Source: an optimization exercise on an open RTL-to-GDS flow (aim: small area, a short achievable clock period and few clock cycles). Production flows keep margins and buffers that such runs may drop.
Where RTL was checked, it was by simulation tests only, not by an equivalence proof against the original.

==> flow/design.v (excerpt) <==
module SequentialMultiplier(clock, reset, multiplicand, multiplier, product, ready, start);
    parameter N = 32;
    input clock;
    input reset;
    input [N-1:0] multiplicand, multiplier;
    output [2*N-1:0] product;
    output ready;
    input start;
    logic busy;
    logic [2:0] count;                   
    logic [N-1:0] m_register;
    logic [33:0] acc_s, acc_c;       
    logic [N-1:0] pl_register;           
    logic [3:0] one, two, neg;      
    logic [7:0] pend_s, pend_c;          
    logic pend_n;                        
    logic [1:0] pend_ci;                 
    wire go = start & ~busy;
    wire accumulate = busy & ~count[2];
    wire resolve = busy & count[2];
    assign ready = ~busy;
    wire [8:0] bb = go ? {multiplier[8:1], 1'b0} : pl_register[15:7];
    wire [3:0] one_d, two_d, neg_d;
    genvar j;
    generate
        for (j = 0; j < 4; j = j + 1) begin : enc
            assign one_d[j] = bb[2*j+1] ^ bb[2*j];
            assign two_d[j] = (bb[2*j+2] & ~bb[2*j+1] & ~bb[2*j]) | (~bb[2*j+2] & bb[2*j+1] & bb[2*j]);
  ...
Size: about 1500 cells after synthesis, roughly 130 I/O pins, roughly 14000 sq um of cells after synthesis.
export LEC_CHECK = 0
export CAP_MARGIN = 20
export CORE_MARGIN = 2
export CORE_UTILIZATION = 40
export SLEW_MARGIN = 20
export SYNTH_HIERARCHICAL = 1
create_clock -name core_clock -period 4.0 [get_ports {clock}]
run.sh (not shown) runs the stock make flow with config.mk's settings and CLKGATE_MAP_FILE= SYNTH_SCRIPT=/design/flow/synth_recipe.tcl, a recipe that flattens the netlist after the stock synthesis.
The baseline finished with negative setup slack left.
Change:
--- a/flow/design.v
+++ b/flow/design.v
@@ -303,16 +303,25 @@
     FullAdder fa124 (row3[29], hs6, fc89, fs124, fc124);
     wire fs125, fc125;
     FullAdder fa125 (row2[32], row3[30], hc6, fs125, fc125);
     wire hs8, hc8;
     HalfAdder ha8 (row2[33], row3[31], hs8, hc8);
     wire [41:0] tx = {1'b0, row3[33], row3[32], hs8, fs125, fs124, fc122, fc121, fc120, fc119, fc118, fc117, fc116, fc115, fc114, fc113, fc112, fc111, fc110, fc109, fc108, fc107, fc106, fc105, fc104, fc103, fc102, fc101, fc100, fc99, fc98, fc97, fc96, fc95, fc94, fc93, fc92, fc91, fc90, hc7, hs7, acc_c[0]};
     wire [41:0] ty = {1'b0, 1'b0, hc8, fc125, fc124, fc123, fs123, fs122, fs121, fs120, fs119, fs118, fs117, fs116, fs115, fs114, fs113, fs112, fs111, fs110, fs109, fs108, fs107, fs106, fs105, fs104, fs103, fs102, fs101, fs100, fs99, fs98, fs97, fs96, fs95, fs94, fs93, fs92, fs91, fs90, row0[0], acc_s[0]};
-    wire [9:0] low = pend_s + pend_c + {pend_n, 7'b0} + pend_ci;
-    wire [N-1:0] hi = acc_s[N-1:0] + acc_c[N-1:0] + low[9:8] + 32'hAAAAAAAC;
+    wire [39:0] fx = {acc_s[N-1:0], pend_s};
+    wire [39:0] fy = {acc_c[N-1:0], pend_c};
+    wire [39:0] fk = {32'hAAAAAAAC, 8'b0};
+    wire [39:0] fz = {32'b0, pend_n, 5'b0, pend_ci};    
+    wire [39:0] fu = fx ^ fy ^ (fk | fz);
+    wire [40:0] fv = {(fx & fy) | ((fx | fy) & (fk | fz)), 1'b0};
+    wire [39:0] fsum = fu + fv[39:0];
+    wire [7:0] low = fsum[7:0];
+    wire c8 = fsum[8] ^ fu[8] ^ fv[8];                  
+    wire [1:0] low_ci = {1'b0, c8} + {1'b0, fv[8]};   
+    wire [N-1:0] hi = fsum[39:8];
     assign product = {acc_s[N-1:0], pl_register};
     always_ff @(posedge clock) begin
         if (~busy)
             m_register <= multiplicand;
         one <= one_d;
         two <= two_d;
         neg <= neg_d;
@@ -321,15 +330,15 @@
             pend_c <= '0;
             pend_n <= 1'b0;
             pend_ci <= '0;
         end else begin
             pend_s <= tx[7:0];
             pend_c <= ty[7:0];
             pend_n <= neg[3];
-            pend_ci <= low[9:8];
+            pend_ci <= low_ci;
         end
         if (go) begin
             acc_s <= {2'b0, multiplicand & {N{multiplier[0]}}};
             acc_c <= '0;
         end else if (accumulate) begin
             acc_s <= tx[41:8];
             acc_c <= ty[41:8];
After rerunning:
- The changed run produced a clean layout
- critical path depth fell by 8
- final area fell by 4.0%
- via count fell by 2.5%
- die area fell by 0.78%
- worst hold slack gets better by 8.0 ps
- maximum frequency rose by 24%
- sequential share of layout area rose by 1.0 points
- synthesized cell count fell by 0.89%
- worst setup slack gets better by 870 ps
- global-route usage fell by 0.41 points
- non-clock buffer count fell by 44
Testbench counts after the change, summed over its fixed seeds: cycles 28,808.
The RTL of the first run of this note was laid out without a check of its function.

[port drivers added, routing unchanged]
In the flow no input, the clock included, has a driving cell. The finished layouts below were timed again as built, in two steps. Step 1, drivers: a clkbuf_16 drives clock and a buf_2 each remaining input, both assumed. Step 2 also shifts input and output timing later by t, the mid clock arrival at the registers, as if the neighbouring blocks saw the same clock. a / b / c = ideal ports / drivers / drivers and shift; a / b = the first two.
run | t (ns) | setup WS [ns] | hold slack, ns | worst setup path after step 2 | slew at the worst register clock pin (ns)
the first run | 0.498 | -0.565 / -0.565 / -0.565 | 0.487 / 0.487 / 0.487 | register to register | 0.08 / 0.08
the second run | 0.497 | 0.309 / 0.309 / 0.309 | 0.495 / 0.495 / 0.495 | register to register | 0.08 / 0.08
